Background: an optimization exercise with open tools, aiming at small area and a short achievable clock period. Do not read the settings as production practice.
RTL that was checked went through simulation tests only; none was proved equivalent to the original.
For run 1, only the layout was checked, not whether the RTL still works.
Power figures rest on the tool's default switching activity, not on a simulated workload.

[design/flow/config.mk]
export PLATFORM = sky130hd
export DESIGN_NAME = Top_Level
export DESIGN_NICKNAME = Top_Level
export VERILOG_FILES = /design/flow/design.v
export SDC_FILE = /design/flow/constraint.sdc
export NUM_CORES = 4
export LEC_CHECK = 0
export CAP_MARGIN = 20
export CORE_MARGIN = 2
export CORE_UTILIZATION = 40
export SLEW_MARGIN = 20
export SYNTH_HIERARCHICAL = 1
[design/flow/constraint.sdc]
create_clock -name core_clock -period 17.0 [get_ports {Clk}]
set_input_delay 3.4000 -clock core_clock [delete_from_list [all_inputs] [get_ports {Clk}]]
set_output_delay 3.4000 -clock core_clock [all_outputs]
set_load 0.01 [all_outputs]
[design/flow/design.v]
module Top_Level(
    input wire Clk,               
    input wire Rst,               
    input wire [31:0] instr,      
    output wire [31:0] Y,         
    output wire [31:0] resultado,  
    output wire [31:0] data_out   
);
	genvar i, b;
	wire [5:0] op = instr[31:26];
	wire [5:0] fn = instr[5:0];
	wire [4:0] rs = instr[25:21];
	wire [4:0] rt = instr[20:16];
	wire [4:0] rd = instr[15:11];
	wire [15:0] imm = instr[15:0];
	wire [31:0] simm = {{16{imm[15]}}, imm};
	wire rtype = (op == 6'b000000);
	wire f_add  = rtype & (fn == 6'b100000);
	wire f_sub  = rtype & (fn == 6'b100010);
	wire f_and  = rtype & (fn == 6'b100100);
	wire f_or   = rtype & (fn == 6'b100101);
	wire f_xor  = rtype & (fn == 6'b100110);
	wire f_nor  = rtype & (fn == 6'b100111);
	wire f_slt  = rtype & (fn == 6'b101010);
	wire f_sltu = rtype & (fn == 6'b101011);
	wire f_sll  = rtype & (fn == 6'b000000 | fn == 6'b000100);
	wire f_srl  = rtype & (fn == 6'b000010 | fn == 6'b000110);
	wire f_sra  = rtype & (fn == 6'b000011 | fn == 6'b000111);
	wire f_jr   = rtype & (fn == 6'b001000);
	wire o_lw    = (op == 6'b100011);
	wire o_sw    = (op == 6'b101011);
	wire o_beq   = (op == 6'b000100);
	wire o_bne   = (op == 6'b000101);
	wire o_addi  = (op == 6'b001000);
	wire o_slti  = (op == 6'b001010);
	wire o_sltiu = (op == 6'b001011);
	wire o_andi  = (op == 6'b001100);
	wire o_ori   = (op == 6'b001101);
	wire o_xori  = (op == 6'b001110);
	wire o_lui   = (op == 6'b001111);
	wire o_j     = (op == 6'b000010);
	wire o_jal   = (op == 6'b000011);
	wire use_imm = o_lw | o_sw | o_addi | o_slti | o_sltiu | o_andi | o_ori | o_xori;
	wire do_add  = f_add | o_lw | o_sw | o_addi;
	wire do_sub  = f_sub;
	wire do_slt  = f_slt | o_slti;
	wire do_sltu = f_sltu | o_sltiu;
	wire do_and  = f_and | o_andi;
	wire do_or   = f_or | o_ori;
	wire do_xor  = f_xor | o_xori;
	wire do_nor  = f_nor;
	wire inv_b   = do_sub | do_slt | do_sltu;
	wire r_write = f_add | f_sub | f_and | f_or | f_xor | f_nor | f_slt | f_sltu |
	               f_sll | f_srl | f_sra;
	wire reg_write = r_write | o_lw | o_addi | o_slti | o_sltiu | o_andi | o_ori |
	                 o_xori | o_lui | o_jal;
	wire [4:0] waddr = o_jal ? 5'd31 : (rtype ? rd : rt);
	wire [1023:0] rf;
	wire [31:0] rv;
	wire [31:0] wdata;
	assign rf[31:0] = 32'd0;
	assign rv[0] = 1'b0;
	generate
		for (i = 1; i < 32; i = i + 1) begin : g_rf
			reg [31:0] r;
			reg v;
			wire we = reg_write & (waddr == i);
			always @(posedge Clk)
				if (we) r <= wdata;
			always @(posedge Clk or posedge Rst)
				if (Rst) v <= 1'b0;
				else if (we) v <= 1'b1;
			assign rf[32*i +: 32] = r;
			assign rv[i] = v;
		end
	endgenerate
	wire [31:0] selA = (32'd1 << rs) & rv;
	wire [31:0] selB = (32'd1 << rt) & rv;
	wire [31:0] A, B;
	rdmux rdA(.sel(selA), .d(rf), .y(A));
	rdmux rdB(.sel(selB), .d(rf), .y(B));
	wire [31:0] Bop = use_imm ? simm : B;
	wire [31:0] Bx = Bop ^ {32{inv_b}};
	wire [31:0] sum;
	wire lt_s, lt_u;
	ks_add add(.a(A), .b(Bx), .cin(inv_b), .s(sum), .lt_s(lt_s), .lt_u(lt_u));
	wire [31:0] sh_r, sh_rev;
	shifter ush(.A(A), .B(B), .f_sll(f_sll), .f_sra(f_sra), .sh_r(sh_r), .sh_rev(sh_rev));
	wire [31:0] rest_n = ~(
		({32{do_and}} & (A & Bop)) |
		({32{do_or}}  & (A | Bop)) |
		({32{do_xor}} & (A ^ Bop)) |
		({32{do_nor}} & ~(A | Bop)) |
		({32{f_srl | f_sra}} & sh_r) |
		({32{f_sll}} & sh_rev) |
		({32{o_lui}} & {imm, 16'd0}));
	wire [31:0] sum_n;
	nand2v #(32) u_sum_n(.a(sum), .b({32{do_add | do_sub}}), .y(sum_n));
	wire lt_n;
	ltsel u_lt(.lt_s(lt_s), .lt_u(lt_u), .do_slt(do_slt), .do_sltu(do_sltu), .y_n(lt_n));
	wire [31:0] res_n0 = {rest_n[31:1], rest_n[0] & lt_n};
	nand2v #(32) u_res(.a(sum_n), .b(res_n0), .y(resultado));
	wire [31:0] msel, mwe;
	mdecode u_md(.a(A[4:0]), .imm(imm[4:0]), .rd_en(o_lw), .wr_en(o_sw & ~Rst), .rsel(msel), .wsel(mwe));
	wire [1023:0] mem;
	generate
		for (i = 0; i < 32; i = i + 1) begin : g_mem
			reg [31:0] m;
			always @(posedge Clk)
				if (mwe[i]) m <= B;
			assign mem[32*i +: 32] = m;
		end
	endgenerate
	rdmux rdM(.sel(msel), .d(mem), .y(data_out));
	reg [31:0] pc;
	wire [31:0] pc1 = pc + 32'd1;
	assign wdata = o_jal ? pc1 : (o_lw ? data_out : resultado);
	wire eq = (A == B);
	wire taken = (o_beq & eq) | (o_bne & ~eq);
	wire [31:0] pc_br = pc1 + simm;
	wire [31:0] pc_next =
		f_jr ? A :
		(o_j | o_jal) ? {pc1[31:26], instr[25:0]} :
		taken ? pc_br : pc1;
	always @(posedge Clk or posedge Rst)
		if (Rst) pc <= 32'd0;
		else pc <= pc_next;
	assign Y = pc;
endmodule
module rdmux(
    input wire [31:0] sel,
    input wire [1023:0] d,
    output wire [31:0] y
);
	wire [31:0] q0, q1, q2, q3, n01, n23;
	rd8 u0(.sel(sel[7:0]),   .d(d[255:0]),    .y(q0));
	rd8 u1(.sel(sel[15:8]),  .d(d[511:256]),  .y(q1));
	rd8 u2(.sel(sel[23:16]), .d(d[767:512]),  .y(q2));
	rd8 u3(.sel(sel[31:24]), .d(d[1023:768]), .y(q3));
	nor2v #(32) u4(.a(q0), .b(q1), .y(n01));
	nor2v #(32) u5(.a(q2), .b(q3), .y(n23));
	nand2v #(32) u6(.a(n01), .b(n23), .y(y));
endmodule
module rd8(
    input wire [7:0] sel,
    input wire [255:0] d,
    output wire [31:0] y
);
	genvar b, i;
	generate
		for (b = 0; b < 32; b = b + 1) begin : g_bit
			wire [7:0] col;
			for (i = 0; i < 8; i = i + 1) begin : g_col
				assign col[i] = d[32*i + b];
			end
			assign y[b] = |(col & sel);
		end
	endgenerate
endmodule
module nor2v #(parameter W = 32) (input wire [W-1:0] a, input wire [W-1:0] b, output wire [W-1:0] y);
	assign y = ~(a | b);
endmodule
module nand2v #(parameter W = 32) (input wire [W-1:0] a, input wire [W-1:0] b, output wire [W-1:0] y);
	assign y = ~(a & b);
endmodule
module ltsel(input wire lt_s, input wire lt_u, input wire do_slt, input wire do_sltu, output wire y_n);
	assign y_n = ~((lt_s & do_slt) | (lt_u & do_sltu));
endmodule
module mdecode(
    input wire [4:0] a,
    input wire [4:0] imm,
    input wire rd_en,
    input wire wr_en,
    output wire [31:0] rsel,
    output wire [31:0] wsel
);
	wire [3:0] la = 4'd1 << a[1:0];
	wire [3:0] li = 4'd1 << imm[1:0];
	wire [7:0] ha = 8'd1 << a[4:2];
	wire [7:0] hi = 8'd1 << imm[4:2];
	wire [3:0] lo;
	wire [7:0] h0, h1;
	genvar j, k;
	generate
		for (j = 0; j < 4; j = j + 1) begin : g_lo
			wire [3:0] t;
			for (k = 0; k < 4; k = k + 1) begin : g_t
				assign t[k] = la[k] & li[(j - k + 4) % 4];
			end
			assign lo[j] = |t;
		end
		for (j = 0; j < 8; j = j + 1) begin : g_hi
			wire [7:0] t;
			for (k = 0; k < 8; k = k + 1) begin : g_t
				assign t[k] = ha[k] & hi[(j - k + 8) % 8];
			end
			assign h0[j] = |t;
		end
	endgenerate
	wire c2 = (a[1] & imm[1]) | ((a[1] | imm[1]) & a[0] & imm[0]);
	assign h1 = {h0[6:0], h0[7]};
	wire [7:0] hd = c2 ? h1 : h0;
	wire [7:0] hr = hd & {8{rd_en}};
	wire [7:0] hw = hd & {8{wr_en}};
	generate
		for (k = 0; k < 32; k = k + 1) begin : g_k
			assign rsel[k] = lo[k % 4] & hr[k / 4];
			assign wsel[k] = lo[k % 4] & hw[k / 4];
		end
	endgenerate
endmodule
module xor2v #(parameter W = 32) (input wire [W-1:0] a, input wire [W-1:0] b, output wire [W-1:0] y);
	assign y = a ^ b;
endmodule
module and2v #(parameter W = 32) (input wire [W-1:0] a, input wire [W-1:0] b, output wire [W-1:0] y);
	assign y = a & b;
endmodule
module ks_add(
    input wire [31:0] a,
    input wire [31:0] b,
    input wire cin,
    output wire [31:0] s,
    output wire lt_s,
    output wire lt_u
);
	wire [31:0] p, g;
	wire [32:0] c;
	xor2v #(32) u_p(.a(a), .b(b), .y(p));
	and2v #(32) u_g(.a(a), .b(b), .y(g));
	ks_tree u_t(.g(g), .p(p), .cin(cin), .c(c));
	xor2v #(32) u_s(.a(p), .b(c[31:0]), .y(s));
	ltcalc u_lt(.p31(p[31]), .c31(c[31]), .a31(a[31]), .c32(c[32]), .lt_s(lt_s), .lt_u(lt_u));
endmodule
module ltcalc(input wire p31, input wire c31, input wire a31, input wire c32, output wire lt_s, output wire lt_u);
	assign lt_u = ~c32;
	assign lt_s = p31 ? ~c31 : a31;
endmodule
module ks_tree(
    input wire [31:0] g,
    input wire [31:0] p,
    input wire cin,
    output wire [32:0] c
);
	wire [31:0] G [0:5];
	wire [31:0] P [0:5];
	assign G[0] = {g[31:1], g[0] | (p[0] & cin)};
	assign P[0] = p;
	genvar l, i;
	generate
		for (l = 0; l < 5; l = l + 1) begin : g_lvl
			for (i = 0; i < 32; i = i + 1) begin : g_bit
				if (i >= (1 << l)) begin : g_op
					assign G[l+1][i] = G[l][i] | (P[l][i] & G[l][i - (1 << l)]);
					assign P[l+1][i] = P[l][i] & P[l][i - (1 << l)];
				end else begin : g_pass
					assign G[l+1][i] = G[l][i];
					assign P[l+1][i] = P[l][i];
				end
			end
		end
	endgenerate
	assign c = {G[5], cin};
endmodule
module shifter(input [31:0] A, input [31:0] B, input f_sll, input f_sra, output [31:0] sh_r, output [31:0] sh_rev);
	genvar b;
	wire [31:0] A_rev;
	generate
		for (b = 0; b < 32; b = b + 1) begin : g_rev
			assign A_rev[b] = A[31-b];
		end
	endgenerate
	wire [31:0] sh_in = f_sll ? A_rev : A;
	wire fill = f_sra & A[31];
	wire big = |B[31:5];
	wire [63:0] sh_full = {{32{fill}}, sh_in} >> B[4:0];
	assign sh_r = big ? {32{fill}} : sh_full[31:0];
	generate
		for (b = 0; b < 32; b = b + 1) begin : g_rev2
			assign sh_rev[b] = sh_r[31-b];
		end
	endgenerate
endmodule
[design/flow/flow/run.sh]
#!/bin/bash
# The standard layout, with a tighter target for the setup repair and a
# clock tree built from larger sink clusters without dummy balancing loads.
export SETUP_SLACK_MARGIN=6
export CTS_ARGS="-sink_clustering_enable -repair_clock_nets -dont_use_dummy_load -sink_clustering_size 30 -sink_clustering_max_diameter 80"
bash standard.sh > standard.log 2>&1
[design/flow/standard.sh]
#!/bin/bash
# synth_recipe.tcl (not shown) runs the flow's synth.tcl, then flattens the netlist and writes it again
# the make line also repeats each setting of config.mk as NAME=value (left out here)
make -C /OpenROAD-flow-scripts/flow DESIGN_CONFIG=/design/flow/config.mk WORK_HOME=/design/flow/orfs CLKGATE_MAP_FILE= SYNTH_SCRIPT=/design/flow/synth_recipe.tcl "${@:-finish}"
==> qor.txt, run 1 <==
Crit Path Class - primary input to primary output
Net Sw Power - 3.053 mW
Via/cell ratio - 6.893
Slew Viols, Final - 0
Core ar. - 232,100 um2
CP required - 13.60 ns
Clock Tree Buf Depth - 3
Yosys cell types - 94
Largest net degree at the start of global routing - 61
Combinational Power Share - 0.200
Post-detail-place hpwl - 234,800 um
Post-synthesis register bit count - 2,079
Power per Cell Area - 92.36 nW/um2
Worst hold path class - flop to flop
Root Buffer Master - clkbuf_16
RSZ-0062 raised after global routing - true
Area Growth Syn to Fin - 23.27%
Total wire length - 403,600 um
CP Max Fanout - 16
Remaining antenna violation count - 0
First-pass GRT wire length - 541,400 um
Vias in the first global route - 66,490
Die Footprint - 236,600 um2
# rows - 177
Sw frac - 0.2880
Mapped cell area - 93,100 um2
Worst setup SP type - primary input
Worst-margin pin slew - 1.180 ns
IO Pins - 130
Total CTS buffers - 98
CP max stage cell - nand4_1
Setup TNS - 0 ns
Routed length per instance - 38.50 um
Predominant post-synthesis flop cell - edfxtp_1
Slew headroom - 0.1905
Max Clock Skew - 0.1678 ns
Hold path cells - 1
Crit end category - primary output
Initial core utilization - 0.4011
Synthesized instance count - 6,689
Crit path top cell by count - nor2_1
Outcome - timing/DRC/antenna clean
Final Cycle Share - 0.6910
Total of max-cap violations - 0
Syn avg cell area - 13.92 um2
Critical Path Max Stage Delay - 0.51 ns
Die height - 486.4 um
Total congestion overflow - 0
Post-Route Utilization - 0.4945
Sequential power share - 0.558
CTS Sinks - 2,079
Nets - 7,561
Post-synth EDFFs - 2,016
DRT iter0 DRCs - 11,920
Fmax - 85.13 MHz
Hold Fails Final Rpt - 0
Sequential area share after synthesis - 0.6672
Clk slew on worst S/H paths - 0.07 ns
Warnings, synthesis - 8
Lkg Pwr - 37.80 nW
Async set-reset flop share out of synthesis - 0.03030
# H-tree levels - 3
Clock network fraction of total power - 0.243
Int Power - 7.547 mW
DRC - 0
Worst-Skew Late Latency - 0.84 ns
Post-layout min period - 11.75 ns
Via count - 72,260
CTS tree - yes
Layout cell share with drive strength beyond 1 - 0.2752
1st-pass router iterations - 8
Hold_buf cts - 0
Maximum vdd drop - 0.08794 mV
Final setup viols - 0
Data arrival, critical path - 8.35 ns
Die Wd - 486.4 um
R2R depth - 27
Routability Congestion - 0.9868
GR Util All Layers - 0.3261
Antenna violations before repair - 25
IO buf count - 129
==> final cells by class <==
class,count,area (um2)
repair inverters,1,7.507
inverters,101,396.6
diodes,12,30.03
repair buffers,993,11350
well taps,3043,3807
clock buffers,98,2452
flip-flops and latches,2079,62110
fillers,19270,117300
multi-input cells,4156,34600
==> cells in the mapped netlist (all sizes together), types with 16 or more instances <==
library cell / n / area (um2)
nand4: 403 / 2521
mux2: 27 / 315.3
nor3b: 17 / 127.6
a221oi: 33 / 307.8
edfxtp: 2016 / 60540
nand2: 368 / 1384
buf: 361 / 2369
mux4: 39 / 878.3
ha: 96 / 1201
a31oi: 16 / 100.1
nor3: 57 / 285.3
mux2i: 81 / 810.8
clkbuf: 74 / 279.0
and3: 80 / 508.0
nor4: 26 / 202.7
dfrtp: 63 / 1577
a22oi: 1575 / 11830
o21ai: 132 / 671.9
inv: 100 / 375.4
and2: 48 / 301.5
xor2: 122 / 1076
or2: 39 / 244.0
a211oi: 44 / 340.3
xnor2: 73 / 646.9
a21oi: 155 / 783.3
nor2b: 19 / 118.9
nor2: 344 / 1296
nand3: 84 / 420.4
a21o: 39 / 294.0
==> placed cells by master, fill, tap and decap left out, drive strengths merged, types with 96 or more instances in the layout <==
cell type	synthesis	final
a21oi	155	157
a22oi	1575	1575
buf	361	900
clkbuf	74	109
edfxtp	2016	2016
ha	96	96
inv	100	97
nand2	368	374
nand4	403	403
nor2	344	344
o21ai	132	132
xor2	122	122
==> power by group through the flow <==
stage / sequential, mW / clock [mW] / combinational (mW)
floorplan: 5.97 / 0 / 0.831
global placement: 6.02 / 0 / 1.58
detailed placement: 6.02 / 0 / 1.59
CTS: 5.90 / 2.57 / 1.95
global route: 5.91 / 2.72 / 2.16
finish: 5.91 / 2.57 / 2.12
==> logic make-up after synthesis <==
logic type,count (synthesis),synth area share
xor gates and xnor gates,195,0.01851
AOI/OAI and AO/OA,2107,0.1642
other,1,0.00004028
buffers and inverters,536,0.03251
and+or+nand+nor,1527,0.08291
muxes,147,0.02153
adders and majority gates,97,0.01312
DFF,2079,0.6672
==> what timing repair did <==
action,CTS,global route
pin swaps,506,289
buffers inserted,377,152
gates cloned,56,8
endpoints found under the setup margin,399,64
gates resized for setup,1719,298
==> per-module statistics from Yosys, one instance, submodules excluded, a selection <==
module	cells	flops+latches	times used
ltcalc	3	0	1
ks_tree	139	0	1
rd8	184	0	12
Top_Level	3347	2079	1
mdecode	134	0	1
shifter	409	0	1
ltsel	1	0	1
==> registers in the layout (all words and copies together), names as in the netlist <==
name	cells
g_mem.m	1024
pc	32
g_rf.v	31
g_rf.r	992
==> per-stage QoR <==
stage / setup slack [ns] / hold WS [ns] / cell area (um2) / instances / power, mW
final: 5.253 / 0.4807 / 114800 / 10480 / 10.60
after CTS: 5.637 / 0.4795 / 112000 / 10310 / 10.42
after global routing: 5.313 / 0.4949 / 114700 / 10470 / 10.79
after global placement: 2.277 / 0.4535 / 98920 / 9778 / 7.595
after floorplan: 6.002 / 0.4393 / 93380 / 6762 / 6.800
after detailed placement: 2.338 / 0.4579 / 99000 / 9780 / 7.604
==> worst paths after layout <==
path / slack (ns) / start / endpoint
hold reg to reg: 0.48 / g_rf[13].v$_DFFE_PP0P_ / g_rf[13].v$_DFFE_PP0P_
max in group asynchronous: 12.83 / Rst / g_rf[3].v$_DFFE_PP0P_
min in group asynchronous: 2.95 / Rst / pc[1]$_DFF_PP0_
setup reg to reg: 9.90 / g_rf[22].v$_DFFE_PP0P_ / g_rf[26].r[31]$_DFFE_PP_
hold / removal: 0.48 / g_rf[13].v$_DFFE_PP0P_ / g_rf[13].v$_DFFE_PP0P_
setup / recovery: 5.25 / instr[16] / resultado[0]
==> critical path: cells and delay by family <==
family | cells | cell delay, ns
simple gates | 10 | 2.29
compound gates | 8 | 1.49
buf+inv | 5 | 0.76
xor+xnor | 2 | 0.35
==> layer usage <==
metal | routed length, um | share of wire | vias to the layer above | track usage
met5 | 189 | 0.00047 | - | 0
met4 | 32510 | 0.081 | 12 | 0.2029
met3 | 62580 | 0.16 | 1204 | 0.1211
met2 | 169400 | 0.42 | 5995 | 0.4701
met1 | 139000 | 0.34 | 36530 | 0.4149
li1 | - | - | 28520 | -
==> inputs of run 2 (changes only) <==
--- a/design/flow/design.v
+++ b/design/flow/design.v
@@ -49,7 +49,6 @@
 	wire do_or   = f_or | o_ori;
 	wire do_xor  = f_xor | o_xori;
 	wire do_nor  = f_nor;
-	wire inv_b   = do_sub | do_slt | do_sltu;
 	wire r_write = f_add | f_sub | f_and | f_or | f_xor | f_nor | f_slt | f_sltu |
 	               f_sll | f_srl | f_sra;
 	wire reg_write = r_write | o_lw | o_addi | o_slti | o_sltiu | o_andi | o_ori |
@@ -80,10 +79,13 @@
 	rdmux rdA(.sel(selA), .d(rf), .y(A));
 	rdmux rdB(.sel(selB), .d(rf), .y(B));
 	wire [31:0] Bop = use_imm ? simm : B;
-	wire [31:0] Bx = Bop ^ {32{inv_b}};
+	wire inv_i = o_slti | o_sltiu;
+	wire inv_r = (fn == 6'b100010) | (fn == 6'b101010) | (fn == 6'b101011);
+	wire sa = use_imm ? inv_i : inv_r;
 	wire [31:0] sum;
 	wire lt_s, lt_u;
-	ks_add add(.a(A), .b(Bx), .cin(inv_b), .s(sum), .lt_s(lt_s), .lt_u(lt_u));
+	ks_add add(.a(A), .inv_a(sa), .b(B), .imm(simm), .use_imm(use_imm),
+	           .s(sum), .lt_s(lt_s), .lt_u(lt_u));
 	wire [31:0] sh_r, sh_rev;
 	shifter ush(.A(A), .B(B), .f_sll(f_sll), .f_sra(f_sra), .sh_r(sh_r), .sh_rev(sh_rev));
 	wire [31:0] rest_n = ~(
@@ -98,8 +100,8 @@
 	nand2v #(32) u_sum_n(.a(sum), .b({32{do_add | do_sub}}), .y(sum_n));
 	wire lt_n;
 	ltsel u_lt(.lt_s(lt_s), .lt_u(lt_u), .do_slt(do_slt), .do_sltu(do_sltu), .y_n(lt_n));
-	wire [31:0] res_n0 = {rest_n[31:1], rest_n[0] & lt_n};
-	nand2v #(32) u_res(.a(sum_n), .b(res_n0), .y(resultado));
+	nand2v #(31) u_res(.a(sum_n[31:1]), .b(rest_n[31:1]), .y(resultado[31:1]));
+	nand3v #(1) u_res0(.a(sum_n[0]), .b(rest_n[0]), .c(lt_n), .y(resultado[0]));
 	wire [31:0] msel, mwe;
 	mdecode u_md(.a(A[4:0]), .imm(imm[4:0]), .rd_en(o_lw), .wr_en(o_sw & ~Rst), .rsel(msel), .wsel(mwe));
 	wire [1023:0] mem;
@@ -209,6 +211,12 @@
 		end
 	endgenerate
 endmodule
+module nand3v #(parameter W = 32) (input wire [W-1:0] a, input wire [W-1:0] b, input wire [W-1:0] c, output wire [W-1:0] y);
+	assign y = ~(a & b & c);
+endmodule
+module mux2v #(parameter W = 32) (input wire [W-1:0] s, input wire [W-1:0] a, input wire [W-1:0] b, output wire [W-1:0] y);
+	assign y = (s & b) | (~s & a);
+endmodule
 module xor2v #(parameter W = 32) (input wire [W-1:0] a, input wire [W-1:0] b, output wire [W-1:0] y);
 	assign y = a ^ b;
 endmodule
@@ -217,33 +225,37 @@
 endmodule
 module ks_add(
     input wire [31:0] a,
+    input wire inv_a,
     input wire [31:0] b,
-    input wire cin,
+    input wire [31:0] imm,
+    input wire use_imm,
     output wire [31:0] s,
     output wire lt_s,
     output wire lt_u
 );
-	wire [31:0] p, g;
+	wire [31:0] ax, bx, p, g, pq;
 	wire [32:0] c;
-	xor2v #(32) u_p(.a(a), .b(b), .y(p));
-	and2v #(32) u_g(.a(a), .b(b), .y(g));
-	ks_tree u_t(.g(g), .p(p), .cin(cin), .c(c));
-	xor2v #(32) u_s(.a(p), .b(c[31:0]), .y(s));
+	xor2v #(32) u_ax(.a(a), .b({32{inv_a}}), .y(ax));
+	mux2v #(32) u_bx(.s({32{use_imm}}), .a(b), .b(imm), .y(bx));
+	xor2v #(32) u_p(.a(ax), .b(bx), .y(p));
+	and2v #(32) u_g(.a(ax), .b(bx), .y(g));
+	ks_tree u_t(.g(g), .p(p), .c(c));
+	xor2v #(32) u_pq(.a(p), .b({32{inv_a}}), .y(pq));
+	xor2v #(32) u_s(.a(pq), .b(c[31:0]), .y(s));
 	ltcalc u_lt(.p31(p[31]), .c31(c[31]), .a31(a[31]), .c32(c[32]), .lt_s(lt_s), .lt_u(lt_u));
 endmodule
 module ltcalc(input wire p31, input wire c31, input wire a31, input wire c32, output wire lt_s, output wire lt_u);
-	assign lt_u = ~c32;
-	assign lt_s = p31 ? ~c31 : a31;
+	assign lt_u = c32;
+	assign lt_s = p31 ? c31 : a31;
 endmodule
 module ks_tree(
     input wire [31:0] g,
     input wire [31:0] p,
-    input wire cin,
     output wire [32:0] c
 );
 	wire [31:0] G [0:5];
 	wire [31:0] P [0:5];
-	assign G[0] = {g[31:1], g[0] | (p[0] & cin)};
+	assign G[0] = g;
 	assign P[0] = p;
 	genvar l, i;
 	generate
@@ -259,24 +271,13 @@
 			end
 		end
 	endgenerate
-	assign c = {G[5], cin};
+	assign c = {G[5], 1'b0};
 endmodule
 module shifter(input [31:0] A, input [31:0] B, input f_sll, input f_sra, output [31:0] sh_r, output [31:0] sh_rev);
-	genvar b;
-	wire [31:0] A_rev;
-	generate
-		for (b = 0; b < 32; b = b + 1) begin : g_rev
-			assign A_rev[b] = A[31-b];
-		end
-	endgenerate
-	wire [31:0] sh_in = f_sll ? A_rev : A;
 	wire fill = f_sra & A[31];
 	wire big = |B[31:5];
-	wire [63:0] sh_full = {{32{fill}}, sh_in} >> B[4:0];
+	wire [63:0] sh_full = {{32{fill}}, A} >> B[4:0];
 	assign sh_r = big ? {32{fill}} : sh_full[31:0];
-	generate
-		for (b = 0; b < 32; b = b + 1) begin : g_rev2
-			assign sh_rev[b] = sh_r[31-b];
-		end
-	endgenerate
-endmodule
+	wire [31:0] shl = A << B[4:0];
+	assign sh_rev = big ? 32'd0 : shl;
+endmodule
==> design/flow/flow/run.sh (replaced) <==
#!/bin/bash
# The standard layout with: a setup repair target of 5 ns slack, a clock
# tree built from larger sink clusters without dummy balancing loads, and
# plain buffers on the ports.
export CTS_ARGS="-sink_clustering_enable -repair_clock_nets -dont_use_dummy_load -sink_clustering_size 20 -sink_clustering_max_diameter 60"
export BUFFER_PORTS_ARGS="-buffer_cell sky130_fd_sc_hd__buf_4"
bash standard.sh SETUP_SLACK_MARGIN=5 finish > standard.log 2>&1
==> qor.txt, run 2 <==
Outcome - timing/DRC/antenna clean (unchanged)
Total CTS buffers - 146 (was 98)
Largest net degree at the start of global routing - 58 (was 61)
Data arrival, critical path - 8.68 ns (was 8.35 ns)
Mapped cell area - 94,260 um2 (was 93,100 um2)
Yosys cell types - 98 (was 94)
Via count - 68,010 (was 72,260)
Post-synthesis register bit count - 2,079 (unchanged)
Count leader, synth - edfxtp_1 (unchanged)
Clk slew on worst S/H paths - 0.05 ns (was 0.07 ns)
FF-to-FF setup slack - 10.07 ns (was 9.90 ns)
DRT iter0 DRCs - 10,190 (was 11,920)
Sequential area share after synthesis - 0.6590 (was 0.6672)
Vias in the first global route - 63,570 (was 66,490)
Setup TNS - 0 ns (unchanged)
CTS tree - yes (unchanged)
Die height - 489.4 um (was 486.4 um)
RSZ-0062 raised after global routing - true (unchanged)
Crit Path Class - primary input to primary output (unchanged)
Worst-margin pin slew - 1.263 ns (was 1.180 ns)
Max Clock Skew - 0.1056 ns (was 0.1678 ns)
Tot Pwr - 10.76 mW (was 10.60 mW)
Routability Congestion - 0.9768 (was 0.9868)
Power per Cell Area - 101.8 nW/um2 (was 92.36 nW/um2)
Total of max-cap violations - 0 (unchanged)
Remaining antenna violation count - 0 (unchanged)
Post-layout min period - 12.08 ns (was 11.75 ns)
Synthesized instance count - 6,718 (was 6,689)
Post-detail-place hpwl - 225,600 um (was 234,800 um)
Via/cell ratio - 6.697 (was 6.893)
Final Cycle Share - 0.7107 (was 0.6910)
RR Endpoint - g_rf[4].r[27]$_DFFE_PP_ (was g_rf[26].r[31]$_DFFE_PP_)
Root Buffer Master - clkbuf_16 (unchanged)
Hold_buf cts - 0 (unchanged)
Die Footprint - 239,500 um2 (was 236,600 um2)
Clock Tree Buf Depth - 3 (unchanged)
Maximum vdd drop - 0.09503 mV (was 0.08794 mV)
Core ar. - 234,700 um2 (was 232,100 um2)
Final setup viols - 0 (unchanged)
Reg with most FFs - g_mem.m (unchanged)
Worst hold path class - flop to flop (unchanged)
First-pass GRT wire length - 496,200 um (was 541,400 um)
Nets - 7,114 (was 7,561)
Initial core utilization - 0.4015 (was 0.4011)
# rows - 178 (was 177)
Die Wd - 489.4 um (was 486.4 um)
IO Pins - 130 (unchanged)
Hold Fails Final Rpt - 0 (unchanged)
DRC - 0 (unchanged)
1st-pass router iterations - 8 (unchanged)
Total wire length - 360,300 um (was 403,600 um)
Slew headroom - 0.1547 (was 0.1905)
Total congestion overflow - 0 (unchanged)
CTS Sinks - 2,079 (unchanged)
Routed length per instance - 35.48 um (was 38.50 um)
Hold EP - g_rf[22].v$_DFFE_PP0P_ (was g_rf[13].v$_DFFE_PP0P_)
Synth area leaders - edfxtp_1 (64%), a22oi_1 (12%), nand4_1 (2.6%) (was edfxtp_1 (65%), a22oi_1 (13%), nand4_1 (2.7%))
Post-synth top cells - edfxtp_1 (2,016), a22oi_1 (1,539), nor2_1 (400) (was edfxtp_1 (2,016), a22oi_1 (1,574), nand4_1 (403))
CP required - 13.60 ns (about the same)
Async set-reset flop share out of synthesis - 0.03030 (unchanged)
Worst setup SP type - primary input (unchanged)
CP Max Fanout - 32 (was 16)
Worst-Skew Late Latency - 0.85 ns (was 0.84 ns)
Dominant cell type by area after synthesis - edfxtp_1 (unchanged)
Syn avg cell area - 14.03 um2 (was 13.92 um2)
Post-synth EDFFs - 2,016 (unchanged)
Slew Viols, Final - 0 (unchanged)
Hold Startpoint - g_rf[22].v$_DFFE_PP0P_ (was g_rf[13].v$_DFFE_PP0P_)
Reg-to-reg startpoint - g_rf[8].v$_DFFE_PP0P_ (was g_rf[22].v$_DFFE_PP0P_)
Antenna violations before repair - 35 (was 25)
Fmax - 82.77 MHz (was 85.13 MHz)
Lkg Pwr - 34.95 nW (was 37.80 nW)
# H-tree levels - 4 (was 3)
Number of flip-flops in the largest register - 1,024 (unchanged)
Top Registers - g_mem.m (1024), g_rf.r (992), pc (32) (unchanged)
Predominant post-synthesis flop cell - edfxtp_1 (unchanged)
Hold path cells - 1 (unchanged)
Crit end category - primary output (unchanged)
IO buf count - 129 (unchanged)
R2R depth - 18 (was 27)
Layout cell share with drive strength beyond 1 - 0.1559 (was 0.2752)
Most frequent cells in the layout - edfxtp_1 (2,016), a22oi_1 (1,539), nand4_1 (396) (was edfxtp_1 (2,016), a22oi_1 (1,422), buf_4 (559))
Commonest non-fill, non-tap cell in the layout - edfxtp_1 (unchanged)
GR Util All Layers - 0.2919 (was 0.3261)
Warnings, synthesis - 8 (unchanged)
Area Growth Syn to Fin - 12.08% (was 23.27%)
Post-synth top area share - 0.6423 (was 0.6502)
run 2: changes by cell type in the layout (fill, tap and decap cells not counted), moves of 40 or more:
cell	previous run	this run
buf_4	559	365
buf_6	143	61
clkbuf_16	106	146
mux2i_1	53	107
nor2_1	119	289
clkdlybuf4s50_1	49	0
xor2_1	94	167
nand2_4	64	7
a22oi_2	153	1
nor2_4	165	70
buf_12	132	14
a21oi_1	79	126
a22oi_1	1422	1539
run 2: metal layers:
metal | share of wire | track usage
met1 | 0.37 | 0.3764
met2 | 0.45 | 0.4541
met4 | 0.067 | 0.1660
met3 | 0.11 | 0.06611
met5 | 0.00022 | 0
run 2: area by class of cell:
cell class / count / area, um2
inverters: 115 / 431.7
diodes: 25 / 62.56
fillers: 20930 / 129100
clock buffers: 146 / 3654
flip-flops and latches: 2079 / 62110
well taps: 3150 / 3941
repair buffers: 452 / 3923
multi-input cells: 4189 / 31510
run 2: per-stage QoR:
stage                     std cells  hold slack (ns)    util  worst slack (ns)  instance area, um2
after floorplan                6791           0.4393       -             5.348               94540
after global placement         9932           0.4676  0.4262             3.765              100100
after detailed placement       9935           0.4681  0.4266             3.664              100100
after CTS                     10120           0.4810  0.4468             4.923              104900
after global routing          10140           0.4986  0.4498             4.925              105600
final                         10160           0.4837  0.4500             4.919              105600
run 2: cell families after synthesis:
logic type	synth area share
mux	0.03389
buf+inv	0.03145
fa+ha+maj	0.01296
other cells	0.00007968
simple gates	0.07709
compound gates	0.1650
flops	0.6590
xor+xnor	0.02051
run 2: repair_timing:
action	4_1_cts	5_1_grt
buffers inserted	31	10
endpoints found under the setup margin	64	57
gates cloned	5	3
resized for setup	209	138
pin swaps	20	16
run 2: worst max-delay path, stage by stage:
cell	delay, ns
buf_4	0.15
and2_1	0.28
and3_1	0.23
buf_4	0.27
a22oi_1	0.26
nand4_1	0.26
nor2_1	0.46
nand2_1	0.10
buf_4	0.25
mux4_2	0.51
nor2_1	0.10
nor2_1	0.07
o21ai_0	0.46
o221ai_1	0.34
a222oi_1	0.42
o211ai_1	0.15
a21oi_1	0.17
nand2_1	0.40
buf_4	0.31
run 2: worst max path at each step:
stage	from	to	slack [ns]
6_report	instr[23]	resultado[14]	4.92
5_1_grt	instr[18]	resultado[30]	4.93
4_1_cts	instr[18]	resultado[29]	4.92
3_5_place_dp	instr[18]	resultado[24]	3.66
3_3_place_gp	instr[18]	resultado[24]	3.76
2_1_floorplan	instr[29]	resultado[31]	5.35
run 2: per-module statistics from Yosys (local to each module, per instance), excerpt:
module | times used | flops+latches | cells
Top_Level | 1 | 2079 | 3249
shifter | 1 | 0 | 430
rd8 | 12 | 0 | 184
ks_tree | 1 | 0 | 150
mdecode | 1 | 0 | 134
ltcalc | 1 | 0 | 2
ltsel | 1 | 0 | 1
run 2: report_power, final:
part,total [mW],leakage [nW],internal [mW],switching [mW]
Combinational,1.81,13.8,0.585,1.22
Sequential,5.81,19.4,5.73,0.0761
Clock,3.14,1.80,1.51,1.63
Total,10.8,35.0,7.83,2.93
==> inputs of run 3 (changes only) <==
==> design/flow/flow/run.sh (replaced) <==
#!/bin/bash
# The standard layout with: gate sizing not held to the cell footprint, a
# setup repair target of 5 ns slack, a clock tree built from larger sink
# clusters without dummy balancing loads, and plain buffers on the ports.
export CTS_ARGS="-sink_clustering_enable -repair_clock_nets -dont_use_dummy_load -sink_clustering_size 20 -sink_clustering_max_diameter 60"
export BUFFER_PORTS_ARGS="-buffer_cell sky130_fd_sc_hd__buf_4"
bash standard.sh MATCH_CELL_FOOTPRINT=0 SETUP_SLACK_MARGIN=5 finish > standard.log 2>&1
==> qor.txt, run 3 <==
Tot Pwr - 10.76 mW (about the same)
Final setup viols - 0 (unchanged)
Slew Viols, Final - 0 (unchanged)
Top Registers - g_mem.m (1024), g_rf.r (992), pc (32) (unchanged)
Outcome - timing/DRC/antenna clean (unchanged)
Clock Tree Buf Depth - 3 (unchanged)
Die Wd - 489.4 um (unchanged)
Combinational Power Share - 0.168 (about the same)
Hold Fails Final Rpt - 0 (unchanged)
Most frequent cells in the layout - edfxtp_1 (2,016), a22oi_1 (1,539), nand4_1 (396) (unchanged)
Combinational family with the most area after synthesis - compound AO/OA/AOI/OAI gates (unchanged)
CP required - 13.60 ns (about the same)
Data arrival, critical path - 8.73 ns (was 8.68 ns)
Synthesized instance count - 6,718 (unchanged)
CP Max Fanout - 32 (unchanged)
Setup ws final - 4.875 ns (was 4.919 ns)
Commonest non-fill, non-tap cell in the layout - edfxtp_1 (unchanged)
Area after DPL - 100,100 um2 (unchanged)
Fmax - 82.47 MHz (was 82.77 MHz)
Remaining antenna violation count - 0 (unchanged)
Warnings, synthesis - 8 (unchanged)
Total of max-cap violations - 0 (unchanged)
Total congestion overflow - 0 (unchanged)
Post-synth EDFFs - 2,016 (unchanged)
Final Cycle Share - 0.7132 (was 0.7107)
XOR/XNOR Fraction of Synth Area - 0.02051 (unchanged)
Dominant cell type by area after synthesis - edfxtp_1 (unchanged)
Number of flip-flops in the largest register - 1,024 (unchanged)
Post-synthesis simple-gate area fraction - 0.07709 (unchanged)
1st-pass router iterations - 9 (was 8)
Worst-Skew Late Latency - 0.85 ns (about the same)
RSZ-0062 raised after global routing - false (was true)
DRC - 0 (unchanged)
# H-tree levels - 4 (unchanged)
Clock network fraction of total power - 0.292 (about the same)
Initial core utilization - 0.4015 (unchanged)
Largest net degree at the start of global routing - 58 (unchanged)
Mux cell area share after synthesis - 0.03389 (unchanged)
Global-route layer with the greatest usage - met2 (unchanged)
Power per Cell Area - 101.9 nW/um2 (was 101.8 nW/um2)
Worst setup SP type - primary input (unchanged)
Count leader, synth - edfxtp_1 (unchanged)
Reg with most FFs - g_mem.m (unchanged)
Yosys cell types - 98 (unchanged)
Post-layout min period - 12.13 ns (was 12.08 ns)
Root Buffer Master - clkbuf_16 (unchanged)
GR Util All Layers - 0.2921 (was 0.2919)
Maximum vdd drop - 0.09505 mV (was 0.09503 mV)
Adder-cell share of the synthesized area - 0.01296 (unchanged)
Post-synthesis register bit count - 2,079 (unchanged)
Sequential area share after synthesis - 0.6590 (unchanged)
# rows - 178 (unchanged)
Lkg Pwr - 34.94 nW (was 34.95 nW)
Post-synth top area share - 0.6423 (unchanged)
Compound-Gate Fraction of Synth Area - 0.1650 (unchanged)
Crit Path Class - primary input to primary output (unchanged)
Total CTS buffers - 146 (unchanged)
Met2 usage in global routing - 0.4540 (was 0.4541)
Nets - 7,111 (was 7,114)
Mapped cell area - 94,260 um2 (unchanged)
Die Footprint - 239,500 um2 (unchanged)
IO buf count - 129 (unchanged)
Crit end category - primary output (unchanged)
Layout cell share with drive strength beyond 1 - 0.1565 (was 0.1559)
Fillcell total - 20,920 (was 20,930)
Routed length per instance - 35.56 um (was 35.48 um)
Grt met3 use - 0.06600 (was 0.06611)
Setup TNS - 0 ns (unchanged)
Int Power - 7.826 mW (was 7.828 mW)
Clk slew on worst S/H paths - 0.05 ns (about the same)
First-pass GRT wire length - 496,600 um (was 496,200 um)
Hold_buf cts - 0 (unchanged)
Finished Cell Area - 105,600 um2 (about the same)
Worst hold path class - flop to flop (unchanged)
DRT iter0 DRCs - 10,200 (was 10,190)
Vias in the first global route - 63,600 (was 63,570)
Total wire length - 360,600 um (was 360,300 um)
Area Growth Syn to Fin - 12.03% (was 12.08%)
Sw frac - 0.2726 (was 0.2722)
Die height - 489.4 um (unchanged)
Post-synth top cells - edfxtp_1 (2,016), a22oi_1 (1,539), nor2_1 (400) (unchanged)
Grt met1 use - 0.3764 (about the same)
CTS tree - yes (unchanged)
Async set-reset flop share out of synthesis - 0.03030 (unchanged)
Post-detail-place hpwl - 225,600 um (unchanged)
Max Clock Skew - 0.1008 ns (was 0.1056 ns)
Synth area leaders - edfxtp_1 (64%), a22oi_1 (12%), nand4_1 (2.6%) (unchanged)
Via count - 68,030 (was 68,010)
Slew headroom - 0.1479 (was 0.1547)
Antenna violations before repair - 31 (was 35)
Syn avg cell area - 14.03 um2 (unchanged)
Via/cell ratio - 6.707 (was 6.697)
Core ar. - 234,700 um2 (unchanged)
Predominant post-synthesis flop cell - edfxtp_1 (unchanged)
Sequential power share - 0.540 (about the same)
IO Pins - 130 (unchanged)
Routability Congestion - 0.9768 (unchanged)
Worst-margin pin slew - 1.273 ns (was 1.263 ns)
Net Sw Power - 2.933 mW (was 2.927 mW)
Setup WS pre-CTS - 3.664 ns (unchanged)
CTS Sinks - 2,079 (unchanged)
run 3: worst max-delay path, stage by stage:
cell	delay [ns]
buf_4	0.15
and2_1	0.29
and3_1	0.23
buf_4	0.28
a22oi_1	0.26
nand4_1	0.28
nor2_1	0.35
nand2_1	0.13
buf_4	0.28
mux4_2	0.52
nor2_1	0.11
nor2_1	0.07
o21ai_0	0.49
o221ai_1	0.35
a222oi_1	0.41
o211ai_1	0.14
a21oi_1	0.18
nand2_1	0.39
buf_4	0.30
run 3: repair_timing:
action,4_1_cts,5_1_grt
pin swaps,21,16
gates resized for setup,213,152
setup endpoints to repair,64,56
cloned,5,3
buffers inserted,31,7
run 3: layer usage:
layer	wire (um)	vias to the layer above
met2	164200	4664
met5	65	-
met1	132500	34620
li1	-	27760
met4	24310	12
met3	39570	970
run 3: through the flow:
| step | instances | hold slack, ns | utilization |
|---|---|---|---|
| 2_1_floorplan | 6791 | 0.4393 | - |
| 3_3_place_gp | 9932 | 0.4676 | 0.4262 |
| 3_5_place_dp | 9935 | 0.4681 | 0.4266 |
| 4_1_cts | 10120 | 0.4810 | 0.4467 |
| 5_1_grt | 10130 | 0.4983 | 0.4497 |
| 6_report | 10140 | 0.4808 | 0.4498 |
run 3: layout make-up:
type	instances	area, um2	share of cell area
flip-flops and latches	2079	62110	0.5882
multi-input cells	4189	31530	0.2986
well taps	3150	3941	0.03732
repair buffers	449	3889	0.03683
clock buffers	146	3654	0.03460
inverters	115	431.7	0.004088
diodes	15	37.54	0.0003555
run 3: worst paths after layout:
| path | cells after the start | slack, ns | endpoint | from |
|---|---|---|---|---|
| max | 19 | 4.87 | resultado[14] | instr[22] |
| min | 1 | 0.48 | g_rf[22].v$_DFFE_PP0P_ | g_rf[22].v$_DFFE_PP0P_ |
| max reg2reg | 18 | 10.24 | g_rf[12].r[27]$_DFFE_PP_ | g_rf[8].v$_DFFE_PP0P_ |
| min reg2reg | 1 | 0.48 | g_rf[22].v$_DFFE_PP0P_ | g_rf[22].v$_DFFE_PP0P_ |
| max in group asynchronous | 3 | 13.35 | g_rf[24].v$_DFFE_PP0P_ | Rst |
| min in group asynchronous | 2 | 2.50 | pc[1]$_DFF_PP0_ | Rst |
run 3: power groups by stage:
stage	sequential, mW	combinational [mW]	clock (mW)
finish	5.81	1.81	3.15
global route	5.81	1.89	3.34
CTS	5.80	1.72	3.18
detailed placement	5.92	1.66	0
global placement	5.92	1.64	0
floorplan	5.90	0.976	0
run 3: cells by family after synthesis:
family,after synthesis
multiplexers,223
adder cells (fa/ha/maj),97
AND/OR/NAND/NOR,1441
XOR/XNOR,219
buffers and inverters,531
flip-flops,2079
AO/OA/AOI/OAI,2126
other,2
run 3: per-module statistics from Yosys (local to each module, per instance), excerpt:
module | cells inside | flip-flops and latches | times used | area (um2)
ltsel | 1 | 0 | 1 | 12.51
ks_tree | 150 | 0 | 1 | 947.2
rd8 | 184 | 0 | 12 | 1319
Top_Level | 3249 | 2079 | 1 | 69840
mdecode | 134 | 0 | 1 | 823.3
ltcalc | 2 | 0 | 1 | 22.52
shifter | 430 | 0 | 1 | 3657
==> inputs of run 4 (changes only) <==
--- a/design/flow/config.mk
+++ b/design/flow/config.mk
@@ -5,8 +5,8 @@
 export SDC_FILE = /design/flow/constraint.sdc
 export NUM_CORES = 4
 export LEC_CHECK = 0
-export CAP_MARGIN = 20
+export CAP_MARGIN = 10
 export CORE_MARGIN = 2
 export CORE_UTILIZATION = 40
-export SLEW_MARGIN = 20
+export SLEW_MARGIN = 10
 export SYNTH_HIERARCHICAL = 1
==> qor.txt, run 4 <==
Outcome - timing/DRC/antenna clean (unchanged)
Most frequent cells in the layout - edfxtp_1 (2,016), a22oi_1 (1,539), nand4_1 (396) (unchanged)
Total CTS buffers - 146 (unchanged)
Slew headroom - 0.09188 (was 0.1479)
CP required - 13.60 ns (about the same)
Vias in the first global route - 63,670 (was 63,600)
Sequential area share after synthesis - 0.6590 (unchanged)
Commonest non-fill, non-tap cell in the layout - edfxtp_1 (unchanged)
CTS Sinks - 2,079 (unchanged)
First-pass GRT wire length - 496,800 um (was 496,600 um)
# H-tree levels - 4 (unchanged)
Grt met1 use - 0.3805 (was 0.3764)
CP Cell Sequence - buf_4 > and2_1 > and3_1 > buf_6 > a22oi_1 > nand4_1 > nor2_1 > nand2_1 > buf_4 > mux4_2 > mux2i_1 > o22ai_1 > a22o_1 > a222oi_1 > o21ai_0 > a221o_1 > a21oi_1 > nand2_2 > buf_4 (was buf_4 > and2_1 > and3_1 > buf_4 > a22oi_1 > nand4_1 > nor2_1 > nand2_1 > buf_4 > mux4_2 > nor2_1 > nor2_1 > o21ai_0 > o221ai_1 > a222oi_1 > o211ai_1 > a21oi_1 > nand2_1 > buf_4)
Area occupied by multi-input gates - 31,420 um2 (was 31,530 um2)
1st-pass router iterations - 9 (unchanged)
Final setup viols - 0 (unchanged)
Total of max-cap violations - 0 (unchanged)
XOR/XNOR Fraction of Synth Area - 0.02051 (unchanged)
Yosys cell types - 98 (unchanged)
CP max stage cell - nor2_1 (was mux4_2)
Buf+Inv Stages, Crit Path - 4 (unchanged)
Worst-Skew Late Latency - 0.86 ns (was 0.85 ns)
Int Power - 7.823 mW (was 7.826 mW)
Via count - 67,980 (was 68,030)
Sequential power share - 0.540 (about the same)
Routed length per instance - 35.52 um (was 35.56 um)
Total wire length - 360,100 um (was 360,600 um)
Placed Cells - 9,932 (was 9,935)
Core ar. - 234,700 um2 (unchanged)
Hold_buf cts - 0 (unchanged)
Total congestion overflow - 0 (unchanged)
Synth area leaders - edfxtp_1 (64%), a22oi_1 (12%), nand4_1 (2.6%) (unchanged)
Post-detail-place hpwl - 225,000 um (was 225,600 um)
Max Clock Skew - 0.09044 ns (was 0.1008 ns)
Area Growth Syn to Fin - 11.85% (was 12.03%)
Combinational family with the most area after synthesis - compound AO/OA/AOI/OAI gates (unchanged)
GR Util All Layers - 0.2926 (was 0.2921)
Net Sw Power - 2.934 mW (was 2.933 mW)
Final hold slack - 0.4796 ns (was 0.4808 ns)
Critical Path Max Stage Delay - 0.53 ns (was 0.52 ns)
Setup WS pre-CTS - 3.686 ns (was 3.664 ns)
Post-synth EDFFs - 2,016 (unchanged)
Data arrival, critical path - 8.72 ns (was 8.73 ns)
Crit path top cell by count - buf_4 (unchanged)
Worst hold path class - flop to flop (unchanged)
Post-synthesis simple-gate area fraction - 0.07709 (unchanged)
Predominant post-synthesis flop cell - edfxtp_1 (unchanged)
IO Pins - 130 (unchanged)
Die height - 489.4 um (unchanged)
Async set-reset flop share out of synthesis - 0.03030 (unchanged)
RSZ-0062 raised after global routing - true (was false)
Die Wd - 489.4 um (unchanged)
Clock Tree Buf Depth - 3 (unchanged)
Number of flip-flops in the largest register - 1,024 (unchanged)
Slew Viols, Final - 0 (unchanged)
Lkg Pwr - 34.86 nW (was 34.94 nW)
Hold Fails Final Rpt - 0 (unchanged)
Count leader, synth - edfxtp_1 (unchanged)
Crit Path Class - primary input to primary output (unchanged)
Worst-margin pin slew - 1.362 ns (was 1.273 ns)
Top Registers - g_mem.m (1024), g_rf.r (992), pc (32) (unchanged)
Post-synth top area share - 0.6423 (unchanged)
Synthesized instance count - 6,718 (unchanged)
Sw frac - 0.2727 (was 0.2726)
Adder-cell share of the synthesized area - 0.01296 (unchanged)
Area after DPL - 100,100 um2 (about the same)
Worst setup SP type - primary input (unchanged)
Register area - 62,110 um2 (unchanged)
Delay-heaviest family, CP - compound AO/OA/AOI/OAI gates (was simple AND/OR/NAND/NOR gates)
Reg with most FFs - g_mem.m (unchanged)
Combinational Power Share - 0.167 (was 0.168)
Mapped cell area - 94,260 um2 (unchanged)
Global-route layer with the greatest usage - met2 (unchanged)
Post-synthesis register bit count - 2,079 (unchanged)
Compound-Gate Fraction of Synth Area - 0.1650 (unchanged)
Routability Congestion - 0.9768 (unchanged)
CTS tree - yes (unchanged)
Root Buffer Master - clkbuf_16 (unchanged)
Nets - 7,107 (was 7,111)
Via/cell ratio - 6.706 (was 6.707)
Post-layout min period - 12.12 ns (was 12.13 ns)
Fillcell total - 20,940 (was 20,920)
Fmax - 82.53 MHz (was 82.47 MHz)
Maximum vdd drop - 0.09274 mV (was 0.09505 mV)
Layout cell share with drive strength beyond 1 - 0.1526 (was 0.1565)
Syn avg cell area - 14.03 um2 (unchanged)
Die Footprint - 239,500 um2 (unchanged)
Clk slew on worst S/H paths - 0.06 ns (was 0.05 ns)
# rows - 178 (unchanged)
Initial core utilization - 0.4015 (unchanged)
Dominant cell type by area after synthesis - edfxtp_1 (unchanged)
Post-Route Utilization - 0.4491 (was 0.4498)
Remaining antenna violation count - 0 (unchanged)
Crit end category - primary output (unchanged)
DRC - 0 (unchanged)
Antenna violations before repair - 30 (was 31)
DRT iter0 DRCs - 10,350 (was 10,200)
Warnings, synthesis - 8 (unchanged)
IO buf count - 129 (unchanged)
CP Max Fanout - 32 (unchanged)
Post-synth top cells - edfxtp_1 (2,016), a22oi_1 (1,539), nor2_1 (400) (unchanged)
Tot Pwr - 10.76 mW (about the same)
Grt met3 use - 0.06045 (was 0.06600)
Power per Cell Area - 102.0 nW/um2 (was 101.9 nW/um2)
Setup ws final - 4.883 ns (was 4.875 ns)
Non-filler instance count after layout - 10,140 (about the same)
Clock network fraction of total power - 0.293 (was 0.292)
Largest net degree at the start of global routing - 58 (unchanged)
Final Cycle Share - 0.7127 (was 0.7132)
Finished Cell Area - 105,400 um2 (was 105,600 um2)
Mux cell area share after synthesis - 0.03389 (unchanged)
Setup TNS - 0 ns (unchanged)
Met2 usage in global routing - 0.4571 (was 0.4540)
[run 4: cell counts after synthesis]
Identical to the previous run, type by type.
[run 4: path summary, 6_finish.rpt]
| check | start | to | slack, ns | cells past startpoint |
|---|---|---|---|---|
| worst max-delay path | instr[22] | resultado[26] | 4.88 | 19 |
| worst min-delay path | g_rf[18].v$_DFFE_PP0P_ | g_rf[18].v$_DFFE_PP0P_ | 0.48 | 1 |
| worst max register to register | g_rf[4].v$_DFFE_PP0P_ | g_rf[4].r[27]$_DFFE_PP_ | 10.04 | 18 |
| worst min register to register | g_rf[18].v$_DFFE_PP0P_ | g_rf[18].v$_DFFE_PP0P_ | 0.48 | 1 |
| max in group asynchronous | Rst | g_rf[31].v$_DFFE_PP0P_ | 13.39 | 3 |
| min in group asynchronous | Rst | pc[7]$_DFF_PP0_ | 2.50 | 2 |
[run 4: final cells by class]
| type | count | share of cell area |
|---|---|---|
| sequential | 2079 | 0.5892 |
| clock buffer | 146 | 0.03465 |
| antenna | 14 | 0.0003323 |
| tap | 3150 | 0.03738 |
| multi-input combinational | 4191 | 0.2981 |
| timing repair buffer | 443 | 0.03630 |
| inverter | 115 | 0.004094 |
[run 4: power groups by stage]
stage	combinational, mW	sequential (mW)	clock [mW]
3_3_place_gp	1.64	5.92	0
6_report	1.80	5.81	3.15
3_5_place_dp	1.66	5.92	0
4_1_cts	1.72	5.80	3.19
5_1_grt	1.88	5.81	3.37
2_1_floorplan	0.976	5.90	0
[run 4: per-layer routing]
metal / up-vias / routed length [um]
met5: - / 93
met4: 14 / 23350
met3: 945 / 39520
met2: 4774 / 164100
met1: 34510 / 133000
li1: 27740 / -
[run 4: kinds of logic (layout without fill, tap and decap cells)]
logic type,count (synthesis),after routing
AO/OA/AOI/OAI,2126,2130
flip-flops,2079,2079
AND/OR/NAND/NOR,1441,1447
buffers and inverters,531,704
multiplexers,223,223
XOR/XNOR,219,219
adder cells (fa/ha/maj),97,97
other,2,89
[run 4: Yosys stat by module (local to each module, per instance), excerpt]
module     cell area, um2  times used  cells inside
rd8                  1319          12           184
ltcalc              22.52           1             2
ltsel               12.51           1             1
shifter              3657           1           430
ks_tree             947.2           1           150
mdecode             823.3           1           134
Top_Level           69840           1          3249
[run 4: timing repair]
action	4_1_cts	5_1_grt
setup buffers	28	7
pin swaps	20	17
setup endpoints to repair	64	51
endpoints found under the hold margin	0	0
gates cloned	8	2
gates resized for setup	231	103
==> inputs of run 5 (changes only) <==
==> design/flow/flow/run.sh (replaced) <==
#!/bin/bash
# The standard layout with: a setup repair target of 5.5 ns slack, a clock
# tree built from larger sink clusters without dummy balancing loads, and
# plain buffers on the ports.
export CTS_ARGS="-sink_clustering_enable -repair_clock_nets -dont_use_dummy_load -sink_clustering_size 25 -sink_clustering_max_diameter 70"
export BUFFER_PORTS_ARGS="-buffer_cell sky130_fd_sc_hd__buf_4"
bash standard.sh SETUP_SLACK_MARGIN=5.5 finish > standard.log 2>&1
--- a/design/flow/config.mk
+++ b/design/flow/config.mk
@@ -5,8 +5,8 @@
 export SDC_FILE = /design/flow/constraint.sdc
 export NUM_CORES = 4
 export LEC_CHECK = 0
-export CAP_MARGIN = 10
+export CAP_MARGIN = 20
 export CORE_MARGIN = 2
 export CORE_UTILIZATION = 40
-export SLEW_MARGIN = 10
+export SLEW_MARGIN = 20
 export SYNTH_HIERARCHICAL = 1
==> qor.txt, run 5 <==
Outcome - timing/DRC/antenna clean (unchanged)
Final Cycle Share - 0.6872 (was 0.7127)
Area Growth Syn to Fin - 15.79% (was 11.85%)
Hold path cells - 1 (unchanged)
Tot Pwr - 10.50 mW (was 10.76 mW)
Core ar. - 234,700 um2 (unchanged)
Largest net degree at the start of global routing - 60 (was 58)
R2R depth - 22 (was 18)
Remaining antenna violation count - 0 (unchanged)
IO Pins - 130 (unchanged)
Predominant post-synthesis flop cell - edfxtp_1 (unchanged)
Die height - 489.4 um (unchanged)
Dominant cell type by area after synthesis - edfxtp_1 (unchanged)
Data arrival, critical path - 8.28 ns (was 8.72 ns)
Worst setup SP type - primary input (unchanged)
Reg with most FFs - g_mem.m (unchanged)
Worst-Skew Late Latency - 0.83 ns (was 0.86 ns)
Initial core utilization - 0.4015 (unchanged)
1st-pass router iterations - 11 (was 9)
Post-synth top area share - 0.6423 (unchanged)
Crit. Startpoint - instr[24] (was instr[22])
Layout cell share with drive strength beyond 1 - 0.1997 (was 0.1526)
Nets - 7,237 (was 7,107)
Routability Congestion - 0.9983 (was 0.9768)
CTS Sinks - 2,079 (unchanged)
Maximum vdd drop - 0.1031 mV (was 0.09274 mV)
Register area - 62,110 um2 (unchanged)
Most frequent cells in the layout - edfxtp_1 (2,016), a22oi_1 (1,472), buf_4 (410) (was edfxtp_1 (2,016), a22oi_1 (1,539), nand4_1 (396))
Hold Startpoint - g_rf[20].v$_DFFE_PP0P_ (was g_rf[18].v$_DFFE_PP0P_)
Via/cell ratio - 6.864 (was 6.706)
Fmax - 85.60 MHz (was 82.53 MHz)
RSZ-0062 raised after global routing - true (unchanged)
CP Cell Sequence - buf_4 > nand2_1 > nor2_1 > and3_1 > clkbuf_8 > a22oi_1 > nand4_1 > nor2_1 > nand2_1 > buf_6 > or3_1 > mux2i_1 > a211oi_4 > nor3_2 > buf_6 > a22oi_1 > nand4_1 > nor2_4 > nand2_1 > buf_4 (was buf_4 > and2_1 > and3_1 > buf_6 > a22oi_1 > nand4_1 > nor2_1 > nand2_1 > buf_4 > mux4_2 > mux2i_1 > o22ai_1 > a22o_1 > a222oi_1 > o21ai_0 > a221o_1 > a21oi_1 > nand2_2 > buf_4)
Vias in the first global route - 65,390 (was 63,670)
Placed Cells - 9,943 (was 9,932)
Post-synth top cells - edfxtp_1 (2,016), a22oi_1 (1,539), nor2_1 (400) (unchanged)
Final setup viols - 0 (unchanged)
Post-detail-place hpwl - 223,000 um (was 225,000 um)
Total of max-cap violations - 0 (unchanged)
Fillcell total - 20,480 (was 20,940)
Synthesized instance count - 6,718 (unchanged)
CP Max Fanout - 32 (unchanged)
Total congestion overflow - 0 (unchanged)
Commonest non-fill, non-tap cell in the layout - edfxtp_1 (unchanged)
Sequential area share after synthesis - 0.6590 (unchanged)
Critical Path Max Stage Delay - 0.56 ns (was 0.53 ns)
Die Wd - 489.4 um (unchanged)
Top Registers - g_mem.m (1024), g_rf.r (992), pc (32) (unchanged)
Setup ws final - 5.318 ns (was 4.883 ns)
Non-filler instance count after layout - 10,270 (was 10,140)
Worst hold path class - flop to flop (unchanged)
CTS tree - yes (unchanged)
Warnings, synthesis - 8 (unchanged)
# rows - 178 (unchanged)
DRC - 0 (unchanged)
First-pass GRT wire length - 504,600 um (was 496,800 um)
Max Clock Skew - 0.1136 ns (was 0.09044 ns)
RR Endpoint - g_rf[10].r[23]$_DFFE_PP_ (was g_rf[4].r[27]$_DFFE_PP_)
Clk slew on worst S/H paths - 0.07 ns (was 0.06 ns)
IO buf count - 129 (unchanged)
Antenna violations before repair - 27 (was 30)
Number of flip-flops in the largest register - 1,024 (unchanged)
Hold Fails Final Rpt - 0 (unchanged)
Post-synth EDFFs - 2,016 (unchanged)
Post-synthesis register bit count - 2,079 (unchanged)
Reg-to-reg startpoint - g_rf[5].v$_DFFE_PP0P_ (was g_rf[4].v$_DFFE_PP0P_)
Setup TNS - 0 ns (unchanged)
Worst-margin pin slew - 1.218 ns (was 1.362 ns)
Setup WS pre-CTS - 4.128 ns (was 3.686 ns)
Clock Tree Buf Depth - 3 (unchanged)
Post-Route Utilization - 0.4650 (was 0.4491)
Hold_buf cts - 0 (unchanged)
Root Buffer Master - clkbuf_16 (unchanged)
Total wire length - 381,700 um (was 360,100 um)
Synth area leaders - edfxtp_1 (64%), a22oi_1 (12%), nand4_1 (2.6%) (unchanged)
Hold EP - g_rf[20].v$_DFFE_PP0P_ (was g_rf[18].v$_DFFE_PP0P_)
Power per Cell Area - 96.19 nW/um2 (was 102.0 nW/um2)
CP max stage cell - a211oi_4 (was nor2_1)
Mapped cell area - 94,260 um2 (unchanged)
Area occupied by multi-input gates - 32,960 um2 (was 31,420 um2)
Total CTS buffers - 110 (was 146)
DRT iter0 DRCs - 12,390 (was 10,350)
Die Footprint - 239,500 um2 (unchanged)
Crit path top cell by count - nand2_1 (was buf_4)
Slew headroom - 0.1794 (was 0.09188)
Crit Path Class - primary input to primary output (unchanged)
Async set-reset flop share out of synthesis - 0.03030 (unchanged)
Via count - 70,480 (was 67,980)
Slew Viols, Final - 0 (unchanged)
Yosys cell types - 98 (unchanged)
Crit end category - primary output (unchanged)
# H-tree levels - 3 (was 4)
GR Util All Layers - 0.2964 (was 0.2926)
Routed length per instance - 37.18 um (was 35.52 um)
Count leader, synth - edfxtp_1 (unchanged)
FF-to-FF setup slack - 10.81 ns (was 10.04 ns)
CP required - 13.60 ns (about the same)
Lkg Pwr - 36.12 nW (was 34.86 nW)
Syn avg cell area - 14.03 um2 (unchanged)
Post-layout min period - 11.68 ns (was 12.12 ns)
-- run 5: changes by cell type in the layout (fill, tap and decap cells not counted), moves of 39 or more --
cell	before	now
buf_12	14	82
buf_4	349	410
a22oi_1	1539	1472
nand2_1	249	210
a22oi_2	1	68
nor2_1	303	257
-- run 5: repair_timing --
action                     CTS  global route
setup buffers               48            98
gates cloned                12            42
setup endpoints to repair   64            55
resized for setup          485           441
pin swaps                   58           159
-- run 5: final cells by class --
| class | count | area share |
|---|---|---|
| diodes | 13 | 0.0002981 |
| clock buffers | 110 | 0.02522 |
| inverters | 115 | 0.004127 |
| multi-input cells | 4191 | 0.3019 |
| flip-flops and latches | 2079 | 0.5691 |
| well taps | 3150 | 0.03611 |
| repair buffers | 609 | 0.06319 |
-- run 5: metrics by stage --
stage	hold slack, ns	instance area (um2)
6_report	0.5030	109100
4_1_cts	0.4957	105400
5_1_grt	0.5024	109100
3_3_place_gp	0.4780	100100
3_5_place_dp	0.4789	100100
2_1_floorplan	0.4393	94540
-- run 5: worst max path at each step --
stage	slack, ns	endpoint
2_1_floorplan	5.52	resultado[31]
3_3_place_gp	4.14	data_out[31]
3_5_place_dp	4.13	data_out[31]
4_1_cts	5.45	resultado[27]
5_1_grt	5.39	data_out[12]
6_report	5.32	data_out[12]
-- run 5: routing by layer --
metal  vias to the layer above  global-route usage  routed length, um
met5                         -                   0                143
met4                        10              0.1855              29660
met1                     35700              0.3768             133300
met2                      5470              0.4624             173100
li1                      27990                   -                  -
met3                      1310             0.06342              45460
-- run 5: per-module statistics from Yosys (local to each module, per instance), excerpt --
module / flops+latches / times used / area [um2] / cells inside
mdecode: 0 / 1 / 823.3 / 134
Top_Level: 2079 / 1 / 69840 / 3249
ks_tree: 0 / 1 / 947.2 / 150
ltsel: 0 / 1 / 12.51 / 1
ltcalc: 0 / 1 / 22.52 / 2
shifter: 0 / 1 / 3657 / 430
rd8: 0 / 12 / 1319 / 184
-- run 5: power breakdown --
part           switching [mW]  total, mW  internal [mW]
Clock                    1.56       2.70           1.14
Sequential             0.0725       5.80           5.73
Combinational            1.29       2.00          0.704
Total                    2.92       10.5           7.57
-- run 5: kinds of logic after synthesis --
family	Yosys count	share of synthesized area
AO/OA/AOI/OAI	2126	0.1650
flip-flops	2079	0.6590
AND/OR/NAND/NOR	1441	0.07709
buffers and inverters	531	0.03145
multiplexers	223	0.03389
XOR/XNOR	219	0.02051
adder cells (fa/ha/maj)	97	0.01296
other	2	0.00007968
-- run 5: critical path, delay by kind of cell --
kind,cells,cell delay [ns]
AO/OA/AOI/OAI,3,0.99
multiplexers,1,0.14
AND/OR/NAND/NOR,11,2.32
buffers and inverters,5,1.29

-- what the ideal ports hide --
In the flow no input, the clock included, has a driving cell. The finished layouts below were timed again as built, in two steps.
Step 1, drivers: a clkbuf_16 drives Clk and a buf_2 each remaining input, both assumed.
Step 2 times the ports against the registers' clock, not the clock port: input delays grow and output delays shrink by t, the midpoint of the rising clock arrivals with the driver on.
a / b / c = ideal / step 1 / step 2; a / b = the first two.
run | t, ns | setup slack, ns | worst hold slack (ns) | worst setup path at the end
run 1 | 0.848 | 5.253 / 5.117 / 5.117 | 0.481 / 0.481 / 0.481 | input to output
run 2 | 0.893 | 4.919 / 4.712 / 4.712 | 0.484 / 0.484 / 0.484 | input to output
run 3 | 0.893 | 4.875 / 4.695 / 4.695 | 0.481 / 0.481 / 0.481 | input to output
run 4 | 0.902 | 4.883 / 4.688 / 4.688 | 0.480 / 0.480 / 0.480 | input to output
run 5 | 0.857 | 5.318 / 5.122 / 5.122 | 0.503 / 0.503 / 0.503 | input to output
After both steps setup and hold are still met in every run listed. For run 2, which loses most, drivers alone change the setup slack by -0.207 ns; drivers and shift together by -0.207 ns.
